Context: an optimization exercise on an open-source flow, tuned for small area. The choices shown serve that exercise and are no tape-out recipe.
The RTL was checked by simulation tests, not by an equivalence proof against the original design.
Power figures rest on the tool's default switching activity, not on a simulated workload.

## flow/design.v (module list and top-level ports; edited modules follow where they fit)
// module h_lcd: 2325 lines
module h_lcd(state, eval, success, clk_in, rst, rs, e, data);
  // ...
==> flow/run.sh <==
#!/bin/bash
# synth_recipe.tcl (not shown) runs the flow's synth.tcl, then flattens the netlist and writes it again
# the make line also repeats each setting of config.mk as NAME=value (left out here)
make -C /OpenROAD-flow-scripts/flow DESIGN_CONFIG=/design/flow/config.mk WORK_HOME=/design/flow/orfs CLKGATE_MAP_FILE= SYNTH_SCRIPT=/design/flow/synth_recipe.tcl finish
==> flow/config.mk <==
export PLATFORM = sky130hd
export DESIGN_NAME = h_lcd
export DESIGN_NICKNAME = h_lcd
export VERILOG_FILES = /design/flow/design.v
export SDC_FILE = /design/flow/constraint.sdc
export NUM_CORES = 4
export LEC_CHECK = 0
export ABC_AREA = 1
export CAP_MARGIN = 20
export CORE_MARGIN = 2
export CORE_UTILIZATION = 40
export SLEW_MARGIN = 20
==> flow/constraint.sdc <==
create_clock -name core_clock -period 5.0 [get_ports {clk_in}]
set_input_delay 1.0000 -clock core_clock [delete_from_list [all_inputs] [get_ports {clk_in}]]
set_output_delay 1.0000 -clock core_clock [all_outputs]
set_load 0.01 [all_outputs]
==> flow_summary_export.csv, run 1 <==
group,metric,value,unit
cells_and_area,inverters,69,
placement,io_buffers,16,
sta,timing.final.crit_share,89.8,%
placement,dpl.cell_count,704,
sta,setup_viol,0,
logic_synthesis,synthesis.nets,626,
clocking,cts.reportedPaths.clkPinSlew,60,ps
critical_path,cp-endpoint,"data[2]",
logic_synthesis,synth_cells,596,
route,drt-met1-wl,5.62,mm
global_route,first_global_vias,4357,
route,routed-via-count,4590,
sta,tightestPinTransition,775,ps
critical_path,slowest_stage,"edfxtp_1",
floorplanning,initial_core_util,41.3,%
floorplanning,die-area,0.00866,mm²
placement,dp_hpwl,12.1,mm
cells_and_area,dominant_cells,"multi-input combinational cells",
critical_path,startpoint,"IC2.m[1]",
pwr,p_clk_share,19.8,%
cells_and_area,flops_and_latches,15,
route,dr.max_layer_used,"met4",
cells_and_area,design_area,0.00345,mm²
critical_path,timing.rr.start,"IC2.p[1]",
sta,finClkSkew,1.70,ps
run_status,status,"no timing/DRC/antenna violations",
floorplanning,fp.dieH,93.0,µm
logic_synthesis,ys_warn_count,1,
logic_synthesis,synth-edff-count,4,
cells_and_area,most-common-layout-cells,"nand2_1, nand3_1, inv_1, nor2_1, a21oi_1",
critical_path,start_kind,"register",
cells_and_area,n_all_buffers,25,
route,antenna_left,0,
logic_synthesis,yosys-top-cells-count,"nand2_1, nand3_1, inv_1, nor2_1, a21oi_1",
route,drtPass1Iterations,7,
logic_synthesis,yosys.area_share.adder,9.07,%
==> run 2: changes to the inputs <==
==> flow/flow/run.sh (new file) <==
#!/bin/bash
# Layout flow: the standard ORFS flow, except that synthesis maps the
# logic with an area-only ABC script (flow/abc_area.script) in place of
# ORFS's abc_area.script, which maps for delay and then buffers and upsizes.
# Every other script is ORFS's own, copied unchanged.
set -euo pipefail
W=$(pwd)
rm -rf "$W/scripts"
cp -r "$FLOW_HOME/scripts" "$W/scripts"
cp "$W/flow/abc_area.script" "$W/scripts/abc_area.script"
bash "$W/standard.sh" SCRIPTS_DIR="$W/scripts" finish > "$W/make.log" 2>&1
==> flow/flow/abc_area.script (new file) <==
strash
dch -f
map -a
topo
==> flow/standard.sh (new file) <==
#!/bin/bash
# synth_recipe.tcl (not shown) runs the flow's synth.tcl, then flattens the netlist and writes it again
# the make line also repeats each setting of config.mk as NAME=value (left out here)
make -C /OpenROAD-flow-scripts/flow DESIGN_CONFIG=/design/flow/config.mk WORK_HOME=/design/flow/orfs CLKGATE_MAP_FILE= SYNTH_SCRIPT=/design/flow/synth_recipe.tcl "${@:-finish}"
removed: flow/run.sh
==> flow_summary_export.csv, run 2 <==
group,metric,value,unit
cells_and_area,nNetsFinal,550,
route,drtPass1Iterations,10,
critical_path,critPathArrivalTime,3880,ps
cells_and_area,final_common_cell,"nor2_1",
critical_path,r2r_end,"IC2.m[1]",
sta,finalMaxSlewViolations,0,
cells_and_area,reg_top3,"IC2.k x4, IC2.m x4, IC2.p x4",
pwr,p_seq_share,25.9,%
sta,max_freq,0.205,GHz
route,drc,0,
cells_and_area,area_growth,18.2,%
global_route,grt_pass1_wl,23.9,mm
placement,dp_hpwl,12.0,mm
floorplanning,initial_core_util,41.0,%
critical_path,cp-end-kind,"output pin",
pwr,irDropWorstVdd,0.000149,V
logic_synthesis,syn-cell-area,0.00276,mm²
clocking,cts.reportedPaths.clkPinSlew,70,ps
logic_synthesis,yosys-top-cells-count,"nor2_1, nand2_1, clkinv_1, a21oi_1, o21ai_0",
critical_path,timing.rr.start,"IC2.p[3]",
cells_and_area,n_antenna_cell,0,
logic_synthesis,yosysMostFrequentCell,"nor2_1",
min_path,min_path_type,"reg2reg",
pwr,power,0.554,mW
route,routed-via-count,4394,
floorplanning,core,0.00672,mm²
sta,setup_tns,0,ps
min_path,holdPathEnd,"IC2.k[0]",
clocking,htreeDepth,1,
floorplanning,std_cell_rows,30,
sta,finalWorstSetupSlack,121,ps
logic_synthesis,ys_seq_elements,15,
sta,min_period,4880,ps
min_path,holdCritStartpoint,"IC2.k[0]",
floorplanning,fp.dieH,87.0,µm
min_path,min_path_cells,3,
placement,place_congestion,1.29,
global_route,antenna_found_initial,0,
global_route,track_usage,42.4,%
critical_path,rrSetupSlack,1500,ps
run_status,status,"no timing/DRC/antenna violations",
clocking,root_buffer,"clkbuf_8",
route,wl_per_cell,26.6,µm
logic_synthesis,synth_area_leaders,"ha_1, nor2_1, nand2_1",
pwr,switching_share,49.3,%
pwr,switchingPower,0.273,mW
logic_synthesis,synth_area_per_cell,5.82,µm²
clocking,cts_made_buffers,3,
global_route,grt_max_degree,26,
logic_synthesis,synth.top_cell.area_share,10.4,%
critical_path,cp_max_fo,6,
cells_and_area,post-route-util,48.5,%
logic_synthesis,synth_cell_type_count,33,
pwr,p_comb_share,54.1,%
logic_synthesis,seq_area_frac_synth,12.3,%
critical_path,worst-setup-path-type,"reg2out",
route,via_per_inst,7.34,
clocking,clk_path_buf_depth,2,
logic_synthesis,synth-async-reset-ratio,0,%
critical_path,rr_worst_depth,12,
critical_path,cp.required,4000,ps
clocking,cts_sinks,15,
pwr,p_per_area,170,mW/mm²
route,drt_iter0_drc,1094,
job,drv_cap,0,
sta,rsz0062_at_grt,"false",
critical_path,start_kind,"register",
sta,timing.final.crit_share,97.6,%
floorplanning,die_w,87.0,µm
logic_synthesis,synth-edff-count,4,
placement,io_buffers,16,
sta,hold_viol,0,
logic_synthesis,synthesis.nets,504,
route,antenna_left,0,
logic_synthesis,synth_cells,474,
sta,relSlewSlack,57.3,%
global_route,globalRouteOverflowTotal,0,
clocking,cts_tree,"yes",
logic_synthesis,ys_warn_count,1,
logic_synthesis,synthFlopType,"dfxtp_1",
cells_and_area,most-common-layout-cells,"nor2_1, nand2_1, clkinv_1",
placement,pre_cts_ws,513,ps
clocking,clk_latency,260,ps
global_route,first_global_vias,4160,
route,routed_wl,15.9,mm
clocking,post_cts_buffers,0,
floorplanning,io_pins,17,
cells_and_area,drive_gt1_share,6.17,%
pwr,p_clk_share,20.0,%
sta,finClkSkew,2.04,ps
floorplanning,die-area,0.00757,mm²
pwr,power.leakage,1.25,nW
sta,tightestPinTransition,641,ps
pwr,p_int,0.281,mW
logic_synthesis,synth_top_area_cell,"ha_1",
sta,setup_viol,0,
-- run 2: cell count changes after synthesis, sizes merged, moves of 6 or more --
cell	previous run	this run
nand2	199	71
clkinv	1	69
inv	68	0
nand3	62	38
buf	19	0
o21ai	54	40
nor2	66	75
nor3	5	13
a21oi	53	46
o31ai	0	7
a211oi	1	7
o211ai	7	13
-- run 2: layer usage --
layer	part of all wire [%]	vias to the layer above	track usage, %
met1	34	1870	52.6
met3	17	203	15.7
met2	39	520	60.9
li1	-	1801	-
met4	10	0	27.4
met5	0	-	0
-- run 2: timing repair --
item | in CTS | in global routing
hold buffers | 0 | 0
resized for setup | 0 | 1
setup endpoints to repair | 0 | 1
-- run 2: power groups by stage --
stage	clock network [mW]	logic, mW	registers [mW]
2_1_floorplan	0	0.160	0.149
3_3_place_gp	0	0.285	0.145
3_5_place_dp	0	0.273	0.146
4_1_cts	0.110	0.274	0.143
5_1_grt	0.113	0.309	0.145
6_report	0.111	0.300	0.144
-- run 2: metrics by stage --
| step | hold slack, ps | std cells | instance area [µm²] |
|---|---|---|---|
| 6_report | 517 | 599 | 3260 |
| 5_1_grt | 548 | 599 | 3260 |
| 4_1_cts | 519 | 599 | 3250 |
| 3_5_place_dp | 501 | 595 | 3210 |
| 3_3_place_gp | 496 | 595 | 3210 |
| 2_1_floorplan | 468 | 474 | 2760 |
-- run 2: cells by family after synthesis --
kind of cell / count (synthesis) / share of synthesized area [%]
and+or+nand+nor: 211 / 32.4
AOI/OAI and AO/OA: 154 / 34.8
muxes: 1 / 0.408
xor gates and xnor gates: 1 / 0.318
DFF: 15 / 12.3
buffers and inverters: 69 / 9.39
adders and majority gates: 23 / 10.4
-- run 2: worst max path at each step --
stage | from | endpoint | cells after the start
5_1_grt | IC2.p[1] | data[2] | 11
2_1_floorplan | IC2.line | data[6] | 9
3_3_place_gp | IC2.p[1] | data[2] | 12
3_5_place_dp | IC2.p[1] | data[2] | 12
4_1_cts | IC2.p[1] | data[2] | 12
6_report | IC2.p[1] | data[2] | 12
-- run 2: final cells by class --
class,count,area (µm²)
clock buffer,3,41.3
fill,697,3460
timing repair buffer,41,348
inverter,69,259
clock inverter,1,6.26
sequential,15,340
multi-input combinational,390,2160
tap,80,100
-- run 2: worst max-delay path: stages (launching register included) --
cell             delay, ps
dfxtp_1                450
ha_1                   350
clkinv_1               270
nor2_1                 490
clkinv_1               220
nand4_1                110
nand2_1                100
a2111oi_2              540
nand2_1                130
nand2_1                 90
o21ai_0                 90
o211ai_1               200
clkdlybuf4s50_1        570
==> run 3: changes to the inputs <==
==> flow/flow/run.sh (replaced) <==
#!/bin/bash
# Layout flow: the standard ORFS flow (standard.sh) with these changes,
# all aimed at cell area:
#  - synthesis maps the logic with an area-only ABC script
#    (flow/abc_area.script: strash; dch -f; map -a) in place of ORFS's
#    abc_area.script, which maps for delay and then buffers and upsizes;
#    Yosys's own early ABC run and the half/full-adder extraction are skipped
#    (SYNTH_ARGS=-noabc, ADDER_MAP_FILE empty), so ABC sees the design's
#    logic as written;
#  - the port buffers are sky130_fd_sc_hd__buf_1.
# Every script is ORFS's own, copied unchanged apart from abc_area.script.
# All tool output goes to make.log and to ORFS's logs under orfs/logs.
set -euo pipefail
W=$(pwd)
rm -rf "$W/scripts"
cp -r "$FLOW_HOME/scripts" "$W/scripts"
cp "$W/flow/abc_area.script" "$W/scripts/abc_area.script"
bash "$W/standard.sh" SCRIPTS_DIR="$W/scripts" SYNTH_ARGS=-noabc ADDER_MAP_FILE= \
  BUFFER_PORTS_ARGS="-buffer_cell sky130_fd_sc_hd__buf_1" finish > "$W/make.log" 2>&1
--- a/flow/config.mk
+++ b/flow/config.mk
@@ -11,2 +11,3 @@
 export CORE_UTILIZATION = 40
+export GPL_TIMING_DRIVEN = 0
 export SLEW_MARGIN = 20
==> flow_summary_export.csv, run 3 <==
group,metric,value,unit
cells_and_area,area_growth,9.52,%
clocking,post_cts_buffers,0,
logic_synthesis,synthSimpleGateAreaFrac,39.5,%
route,routed_wl,14.6,mm
sta,setup_viol,1,
placement,place_area,0.00273,mm²
pwr,power.leakage,0.954,nW
floorplanning,core,0.00628,mm²
route,drc,0,
cells_and_area,final_common_cell,"nor2_1",
placement,io_buffers,16,
route,wl_per_cell,25.1,µm
global_route,antenna_found_initial,0,
floorplanning,io_pins,17,
clocking,clk_latency,250,ps
logic_synthesis,yosysMostFrequentCell,"nor2_1",
critical_path,cp_max_fo,32,
sta,min_period,5030,ps
logic_synthesis,muxShareOfSynthArea,0.437,%
critical_path,start_kind,"register",
logic_synthesis,syn-cell-area,0.00257,mm²
clocking,root_buffer,"clkbuf_8",
sta,hold_viol,0,
clocking,cts_tree,"yes",
sta,finClkSkew,2.68,ps
logic_synthesis,synth_top_family_by_area,"simple AND/OR/NAND/NOR gates",
sta,timing.final.crit_share,101,%
logic_synthesis,synth_top_area_cell,"nor2_1",
critical_path,r2r_end,"IC2.m[2]",
floorplanning,initial_core_util,41.0,%
logic_synthesis,synthesis.nets,492,
critical_path,rr_worst_depth,9,
logic_synthesis,synthFlopType,"dfxtp_1",
sta,finalWorstSetupSlack,-34.3,ps
cells_and_area,reg_top3,"IC2.k x4, IC2.m x4, IC2.p x4",
pwr,irDropWorstVdd,0.000162,V
clocking,htreeDepth,1,
route,routed-via-count,4196,
logic_synthesis,synth-async-reset-ratio,0,%
floorplanning,std_cell_rows,29,
cells_and_area,nNetsFinal,513,
clocking,cts_made_buffers,3,
critical_path,timing.rr.start,"IC2.p[0]",
logic_synthesis,seq_area_frac_synth,13.2,%
placement,pre_cts_ws,-258,ps
floorplanning,die_w,84.2,µm
sta,whs,535,ps
logic_synthesis,synth_xor_area_share,0.680,%
critical_path,critPathArrivalTime,4030,ps
min_path,holdPathEnd,"IC2.k[0]",
placement,place_congestion,1.16,
logic_synthesis,synth-edff-count,4,
logic_synthesis,ys_warn_count,1,
cells_and_area,most-common-layout-cells,"nor2_1, nand2_1, clkinv_1",
sta,max_freq,0.199,GHz
cells_and_area,n_antenna_cell,0,
logic_synthesis,synth_cells,485,
route,drtPass1Iterations,7,
global_route,globalRouteOverflowTotal,0,
route,drt_iter0_drc,1007,
min_path,min_path_cells,1,
logic_synthesis,yosys-top-cells-count,"nor2_1, nand2_1, clkinv_1, o21ai_0, a21oi_1",
logic_synthesis,synth_cell_type_count,31,
logic_synthesis,synth_area_leaders,"nor2_1, nand2_1, clkinv_1",
job,drv_cap,0,
min_path,holdCritStartpoint,"IC2.k[0]",
route,antenna_left,0,
clocking,clk_path_buf_depth,2,
clocking,cts_sinks,15,
logic_synthesis,synth_compound_area_share,35.7,%
critical_path,rrSetupSlack,1860,ps
floorplanning,die-area,0.00710,mm²
sta,relSlewSlack,49.3,%
placement,dp_hpwl,10.8,mm
sta,finalMaxSlewViolations,0,
global_route,grt_max_degree,33,
global_route,first_global_vias,3757,
pwr,p_per_area,144,mW/mm²
clocking,cts.reportedPaths.clkPinSlew,60,ps
cells_and_area,drive_gt1_share,4.36,%
critical_path,worst-setup-path-type,"reg2out",
critical_path,cp-end-kind,"output pin",
run_status,failed_checks,"negative setup slack",
run_status,status,"finished with violations",
floorplanning,fp.dieH,84.2,µm
sta,tightestPinTransition,757,ps
min_path,min_path_type,"reg2reg",
global_route,track_usage,40.1,%
route,via_per_inst,7.21,
sta,rsz0062_at_grt,"false",
logic_synthesis,ys_seq_elements,15,
critical_path,cp.required,4000,ps
global_route,grt_pass1_wl,21.8,mm
logic_synthesis,yosys.area_share.adder,0,%
logic_synthesis,synth.top_cell.area_share,16.6,%
logic_synthesis,synth_area_per_cell,5.31,µm²
cells_and_area,design_area,0.00282,mm²
pwr,power,0.407,mW
clocking,holdBufCountCts,0,
-- run 3: per-stage QoR --
step / cells / setup TNS [ps] / util, %
2_1_floorplan: 485 / 0 / -
5_1_grt: 582 / 0 / 44.9
3_5_place_dp: 578 / -520 / 43.5
6_report: 582 / -34.3 / 44.9
3_3_place_gp: 578 / -2730 / 43.5
4_1_cts: 582 / 0 / 44.3
-- run 3: worst max-delay path, stage by stage (launching register included) --
cell and delay, ps:
dfxtp_2 780, clkinvlp_4 660, nor2_1 760, clkinv_1 380, nor3_1 260, a2111oi_0 80
o311ai_0 500, nand2_1 170, buf_1 170
-- run 3: logic make-up after synthesis --
kind of cell | Yosys count
compound gates | 149
xor+xnor | 2
buf+inv | 72
flops | 15
mux | 1
simple gates | 246
-- run 3: cell type report --
class                   instances  area, µm²
inverters                      72        284
multi-input cells             398       1990
well taps                      77       96.3
flip-flops and latches         15        345
fillers                       718       3460
clock buffers                   4       45.0
repair buffers                 16       60.1
-- run 3: power by group --
group	switching (mW)	total (mW)	leakage (nW)	internal, mW
logic	0.113	0.157	0.798	0.0437
registers	0.0196	0.150	0.133	0.131
clock network	0.0435	0.100	0.0228	0.0566
-- run 3: per-layer routing --
layer | vias up | GRT usage (%) | part of all wire, %
li1 | 1759 | - | -
met1 | 1803 | 51.3 | 36
met2 | 468 | 58.3 | 38
met3 | 166 | 10.2 | 14
met4 | 0 | 28.6 | 12
met5 | - | 0 | 0
-- run 3: what timing repair did --
| item | CTS | global route |
|---|---|---|
| resized for setup | 4 | 11 |
| endpoints found under the hold margin | 0 | 0 |
| pin swaps | 0 | 0 |
| setup endpoints to repair | 7 | 6 |
-- run 3: how the worst max path moves through the flow --
stage          startpoint       to  slack (ps)  depth (start not counted)
6_report         IC2.line  data[1]         -30                          8
5_1_grt          IC2.line  data[1]           7                          8
4_1_cts          IC2.line  data[6]          80                          9
3_5_place_dp     IC2.p[3]  data[3]        -260                         12
3_3_place_gp     IC2.p[3]  data[3]        -580                         12
2_1_floorplan    IC2.line  data[2]        1250                          8
==> run 4: changes to the inputs <==
--- a/flow/config.mk
+++ b/flow/config.mk
@@ -12,2 +12,3 @@
 export GPL_TIMING_DRIVEN = 0
+export SETUP_SLACK_MARGIN = 0.4
 export SLEW_MARGIN = 20
==> flow_summary_export.csv, run 4 <==
group,metric,value,unit
sta,max_freq,0.214,GHz
logic_synthesis,synthesis.nets,492,
sta,min_period,4670,ps
critical_path,critPathArrivalTime,3670,ps
sta,setup_tns,0,ps
logic_synthesis,yosys-top-cells-count,"nor2_1, nand2_1, clkinv_1, o21ai_0, a21oi_1",
global_route,antenna_found_initial,0,
sta,finClkSkew,3.19,ps
route,drc,0,
logic_synthesis,syn-cell-area,0.00257,mm²
critical_path,startpoint,"IC2.p[0]",
floorplanning,std_cell_rows,29,
clocking,post_cts_buffers,0,
job,drv_cap,0,
pwr,switching_share,43.0,%
critical_path,cp.required,4000,ps
critical_path,timing.rr.start,"IC2.p[2]",
pwr,switchingPower,0.174,mW
route,wl_per_cell,25.1,µm
logic_synthesis,synth.top_cell.area_share,16.6,%
global_route,first_global_vias,3773,
cells_and_area,n_antenna_cell,0,
sta,hold_viol,0,
placement,io_buffers,16,
global_route,globalRouteOverflowTotal,0,
global_route,track_usage,40.1,%
critical_path,cp-endpoint,"data[3]",
sta,timing.final.crit_share,93.3,%
logic_synthesis,synth-async-reset-ratio,0,%
sta,tightestPinTransition,699,ps
pwr,p_int,0.231,mW
logic_synthesis,yosysMostFrequentCell,"nor2_1",
route,drtPass1Iterations,8,
sta,rsz0062_at_grt,"false",
clocking,cts.reportedPaths.clkPinSlew,60,ps
logic_synthesis,synth_area_per_cell,5.31,µm²
pwr,power,0.406,mW
sta,setup_viol,0,
critical_path,cp-end-kind,"output pin",
critical_path,critPathMostFrequentCell,"nor2_1",
placement,dp_hpwl,10.8,mm
logic_synthesis,ys_seq_elements,15,
floorplanning,die-area,0.00710,mm²
clocking,cts_tree,"yes",
floorplanning,core,0.00628,mm²
route,drt_iter0_drc,1073,
logic_synthesis,synthFlopType,"dfxtp_1",
pwr,p_per_area,144,mW/mm²
cells_and_area,final_cell_count_no_fill,582,
route,routed-via-count,4208,
global_route,grt_pass1_wl,21.9,mm
placement,dpl.cell_count,578,
pwr,irDropWorstVdd,0.000162,V
run_status,status,"no timing/DRC/antenna violations",
critical_path,slowest_stage,"dfxtp_2",
clocking,clk_latency,250,ps
min_path,min_path_type,"reg2reg",
clocking,clk_path_buf_depth,2,
clocking,root_buffer,"clkbuf_8",
route,via_per_inst,7.23,
critical_path,slowest_delay,580,ps
cells_and_area,final_common_cell,"nor2_1",
logic_synthesis,synth_cells,485,
route,antenna_left,0,
clocking,cts_sinks,15,
clocking,cts_made_buffers,3,
sta,finalMaxSlewViolations,0,
logic_synthesis,synth-edff-count,4,
cells_and_area,nNetsFinal,513,
logic_synthesis,ys_warn_count,1,
sta,relSlewSlack,53.4,%
clocking,htreeDepth,1,
cells_and_area,fillCellCount,717,
critical_path,r2r_end,"IC2.m[2]",
floorplanning,die_w,84.2,µm
pwr,power.leakage,0.962,nW
floorplanning,initial_core_util,41.0,%
placement,place_congestion,1.16,
critical_path,cp_max_fo,14,
critical_path,rrSetupSlack,2080,ps
logic_synthesis,synth_area_leaders,"nor2_1, nand2_1, clkinv_1",
critical_path,rr_worst_depth,9,
logic_synthesis,synth_top_area_cell,"nor2_1",
cells_and_area,area_growth,9.67,%
cells_and_area,post-route-util,45.0,%
pwr,p_comb_share,38.4,%
cells_and_area,most-common-layout-cells,"nor2_1, nand2_1, clkinv_1",
logic_synthesis,synth_cell_type_count,31,
pwr,p_clk_share,24.5,%
critical_path,crit_chain,"clkinv_2 -> nor2_1 -> nor2_1 -> nor2_2 -> nor2_1 -> clkinv_1 -> nor3_1 -> nand2_1 -> o21ai_0 -> a21oi_1 -> o21ai_0 -> a21oi_1 -> o32ai_1 -> buf_1",
logic_synthesis,seq_area_frac_synth,13.2,%
critical_path,worst-setup-path-type,"reg2out",
route,routed_wl,14.6,mm
floorplanning,fp.dieH,84.2,µm
cells_and_area,reg_top3,"IC2.k x4, IC2.m x4, IC2.p x4",
global_route,grt_max_degree,33,
critical_path,start_kind,"register",
cells_and_area,drive_gt1_share,5.54,%
pwr,p_seq_share,37.0,%
floorplanning,io_pins,17,
clocking,holdBufCountCts,0,
## run 4: cell counts after synthesis
No cell type changed its count.
## run 4: how the worst min path moves through the flow
stage                  start        to  cells after the start
floorplan           IC2.k[0]  IC2.k[0]                      1
global placement    IC2.k[0]  IC2.k[0]                      1
detailed placement  IC2.k[0]  IC2.k[0]                      1
CTS                 IC2.k[0]  IC2.k[0]                      1
global route        IC2.k[0]  IC2.k[0]                      1
finish              IC2.k[0]  IC2.k[0]                      1
## run 4: layout make-up
| class | instances | area, µm² | share of cell area [%] |
|---|---|---|---|
| multi-input combinational | 398 | 2000 | 70.8 |
| sequential | 15 | 347 | 12.3 |
| timing repair buffer | 16 | 60.1 | 2.13 |
| clock buffer | 4 | 45.0 | 1.60 |
| inverter | 72 | 277 | 9.79 |
| tap | 77 | 96.3 | 3.41 |
## run 4: power groups by stage
stage | logic (mW) | registers (mW) | clock network (mW)
6_report | 0.156 | 0.150 | 0.0996
5_1_grt | 0.164 | 0.150 | 0.104
4_1_cts | 0.143 | 0.149 | 0.0984
3_5_place_dp | 0.142 | 0.151 | 0
3_3_place_gp | 0.145 | 0.151 | 0
2_1_floorplan | 0.0968 | 0.143 | 0
## run 4: per-stage QoR
stage	setup WS (ps)	hold slack, ps	cell area [µm²]
floorplan	1250	471	2570
global placement	-584	505	2730
detailed placement	-258	524	2730
CTS	455	538	2800
global route	410	561	2820
finish	334	535	2820
## run 4: layer usage
metal	GRT usage (%)	wire length, µm	vias to the layer above
met1	50.4	5120	1852
met2	58.9	5810	457
met3	11.4	2180	141
li1	-	-	1758
met4	27.4	1510	0
met5	0	0	-
## run 4: cell families after synthesis
logic type / Yosys count / synth area share (%)
muxes: 1 / 0.437
AOI/OAI and AO/OA: 149 / 35.7
buffers and inverters: 72 / 10.5
and+or+nand+nor: 246 / 39.5
DFF: 15 / 13.2
xor gates and xnor gates: 2 / 0.680
## run 4: worst max-delay path, delay by kind of cell, from the launching register on
family	cells	cell delay, ps
flops	1	580
buf+inv	3	580
simple gates	6	1240
compound gates	5	1000
## run 4: what timing repair did
action / CTS / global route
resized for setup: 13 / 8
gates cloned: 0 / 0
setup endpoints to repair: 7 / 6

static timing again, ports no longer ideal:
Ports are ideal in the flow. The routed layouts listed here were re-timed in OpenROAD. Step 1 sets driving cells, clkbuf_16 on the clock port and buf_2 on the other inputs (assumed; they add their load-dependent delay and slew). Step 2 adds t to the input delays and takes it off the output delays; t is the mean of the earliest and latest rising clock arrival at the registers after step 1. Input paths then give back, and output paths get back, about the clock's delay inside the block. Three values: ideal ports, drivers, drivers and shift; two values: the first two.
run	t, ns	slack for setup (ns)	worst setup path at the end	latest minus earliest clock arrival (ns)	worst data-port slew with drivers (ns)
run 1	0.267	0.511 / 0.489 / 0.756	register to output	0.002 / 0.001	0.03
run 2	0.287	0.121 / 0.095 / 0.382	register to output	0.002 / 0.002	0.04
run 3	0.276	-0.034 / -0.057 / 0.218	register to output	0.003 / 0.003	0.03
run 4	0.274	0.334 / 0.312 / 0.585	register to output	0.003 / 0.003	0.03
